Context: an optimization exercise on an open-source flow, tuned for small area. The choices shown serve that exercise and are no tape-out recipe.
In this exercise RTL edits were held to simulation tests only and were not proved equivalent to the original.
Power is estimated from default activity; no workload was simulated.

==> flow/design.v (excerpt) <==
module top_module(
    input pause,
    input reset,
    input select,
    input adjust,
    input clk,
    output [6:0] disNum,
    output [3:0] select_digit,
    output [5:0] counter_sec,
    output clk_1hz
    );
For scale: roughly 190 cells after synthesis, about 33 flip-flops, about 1500 um^2 of cells after synthesis.
==> module clock, before the edit <==
module clock(input clk, input reset, output clk_1hz, output t2, output sc,
             output bl, output [1:0] pos);
  reg [3:0] b;
  reg [6:0] v;
  reg [2:0] k;
  wire [4:0]  bn = {1'b0, b} + 5'd1;
  wire        cb = bn[4];
  wire [7:0]  vn = {1'b0, v} + {7'd0, cb};
  wire        cv = vn[7];
  wire [2:0]  kn = k + {2'd0, cv};
  always @(posedge clk) begin
    if (reset) begin
      b <= 4'd6;
      v <= 7'd3;
      k <= 3'd1;
    end
    else begin
      b <= bn[3:0] | {1'b0, cb, cb, 1'b0};
      v <= vn[6:0] | {5'd0, cv, cv};
      k <= kn;
    end
  end
  assign t2      = cv & ~k[1] & ~k[0];
  assign clk_1hz = t2 & ~k[2];
  assign bl      = ~k[1] & k[0];
  assign sc      = cb & (v[0] ^ k[0]);
  wire [2:0] y = v[2:0] + {k[2] ^ k[0], k[1], k[0]};
  assign pos = y[2:1];
endmodule
==> flow/config.mk <==
export PLATFORM = sky130hd
export DESIGN_NAME = top_module
export DESIGN_NICKNAME = top_module
export VERILOG_FILES = /design/flow/design.v
export SDC_FILE = /design/flow/constraint.sdc
export NUM_CORES = 4
export LEC_CHECK = 0
export ABC_AREA = 1
export CAP_MARGIN = 20
export CORE_MARGIN = 2
export CORE_UTILIZATION = 40
export SLEW_MARGIN = 20
==> flow/constraint.sdc <==
create_clock -name core_clock -period 10.0 [get_ports {clk}]
set_input_delay 2.0000 -clock core_clock [delete_from_list [all_inputs] [get_ports {clk}]]
set_output_delay 2.0000 -clock core_clock [all_outputs]
set_load 0.01 [all_outputs]
standard.sh (not shown) runs the stock make flow with config.mk's settings and CLKGATE_MAP_FILE= SYNTH_SCRIPT=/design/flow/synth_recipe.tcl, a recipe that flattens the netlist after the stock synthesis.
==> flow/flow/run.sh <==
#!/bin/bash
# Layout flow: the standard ORFS flow (standard.sh) with
#  - synthesis: the standard flow's script, but abc maps with this folder's abc_area.script and
#    the half/full-adder extraction is skipped (ADDER_MAP_FILE empty),
#  - port buffers made from sky130_fd_sc_hd__buf_1,
#  - a small clock tree (clkbuf cells listed in CTS_ARGS, no dummy loads),
#  - one tie cell shared by the constant outputs.
set -uo pipefail
here=$(pwd)
{
  echo "proc abc {args} { set i [lsearch -exact \$args -script]; if {\$i >= 0} { lset args [expr {\$i+1}] $here/flow/abc_area.script }; yosys abc {*}\$args }"
  cat synth_recipe.tcl
} > my_synth.tcl
export BUFFER_PORTS_ARGS="-buffer_cell sky130_fd_sc_hd__buf_1"
export CTS_ARGS="-sink_clustering_enable -repair_clock_nets -buf_list sky130_fd_sc_hd__clkbuf_4 -root_buf sky130_fd_sc_hd__clkbuf_4 -dont_use_dummy_load -sink_clustering_size 50 -sink_clustering_max_diameter 200"
bash standard.sh SYNTH_SCRIPT=$here/my_synth.tcl ADDER_MAP_FILE= SKIP_REPAIR_TIE_FANOUT=1 finish > standard.log 2>&1
==> flow/flow/abc_area.script <==
strash
&get -n
&st
&dch -f
&nf -R 1000
&put
strash
&get -n
&dch -f
&nf -R 1000
&put
topo
Rerun with:
--- a/flow/design.v
+++ b/flow/design.v
@@ -1,31 +1,29 @@
 module clock(input clk, input reset, output clk_1hz, output t2, output sc,
              output bl, output [1:0] pos);
   reg [3:0] b;
-  reg [6:0] v;
-  reg [2:0] k;
-  wire [4:0]  bn = {1'b0, b} + 5'd1;
-  wire        cb = bn[4];
-  wire [7:0]  vn = {1'b0, v} + {7'd0, cb};
-  wire        cv = vn[7];
-  wire [2:0]  kn = k + {2'd0, cv};
+  reg [2:0] yl;
+  reg [6:0] yh;
+  wire [4:0] bn = {1'b0, b} + 5'd1;
+  wire       cb = bn[4];
+  wire [7:0] hn = {1'b0, yh} + {7'd0, cb};
+  wire       ch = hn[7];
   always @(posedge clk) begin
     if (reset) begin
-      b <= 4'd6;
-      v <= 7'd3;
-      k <= 3'd1;
+      b  <= 4'd6;
+      yl <= 3'd0;
+      yh <= 7'd3;
     end
     else begin
-      b <= bn[3:0] | {1'b0, cb, cb, 1'b0};
-      v <= vn[6:0] | {5'd0, cv, cv};
-      k <= kn;
+      b  <= bn[3:0] | {1'b0, cb, cb, 1'b0};
+      yl <= yl + {2'd0, cb};
+      yh <= hn[6:0] | {5'd0, ch, ch};
     end
   end
-  assign t2      = cv & ~k[1] & ~k[0];
-  assign clk_1hz = t2 & ~k[2];
-  assign bl      = ~k[1] & k[0];
-  assign sc      = cb & (v[0] ^ k[0]);
-  wire [2:0] y = v[2:0] + {k[2] ^ k[0], k[1], k[0]};
-  assign pos = y[2:1];
+  assign t2      = ch & yl[1] & yl[0];
+  assign clk_1hz = t2 & yl[2];
+  assign sc      = cb & yl[0];
+  assign pos     = yl[2:1];
+  assign bl      = (yl[0] ^ yh[0]) & ~(yl[1] ^ yh[1] ^ yh[0]);
 endmodule
 module counter(input clk, input reset, input pause, input adjust, input select,
                input clk_1hz, input t2, input sc, input bl, input [1:0] pos,
The changed run completed with no timing, DRC or antenna violations.
First-iteration DRC count rises by 13%.
Total power came out lower by 4.1%.
Register-to-register slack got worse by 0.08 ns.
Synthesized area is lower by 3.3%.
Count of clock-buffer cells in the layout does not change.
Cell area fell by 3.1%.
Wire length fell by 5.6%.
Via count drops by 2.8%.

## afterwards: timing with drivers on the ports
In the flow no input, the clock included, has a driving cell. The finished layouts below were timed again as built, in two steps.
Step 1 (the two cells are an assumption about what drives the block):
set clk [get_ports {clk}]
set_driving_cell -lib_cell sky130_fd_sc_hd__clkbuf_16 $clk
set_driving_cell -lib_cell sky130_fd_sc_hd__buf_2 [delete_from_list [all_inputs] $clk]
Step 2 also shifts input and output timing later by t, the mid clock arrival at the registers, as if the neighbouring blocks saw the same clock.
Three values: ideal, step 1, step 2; two values: the first two.
run	shift t [ns]	setup slack, ns	worst setup path after step 2	slew at the worst register clock pin (ns)	pins driven straight from the clock port
the first run	0.348	5.570 / 5.547 / 5.895	register to output	0.09 / 0.09	1
the second run	0.344	5.381 / 5.358 / 5.701	register to output	0.10 / 0.10	1
After both steps every run listed still meets setup and hold.
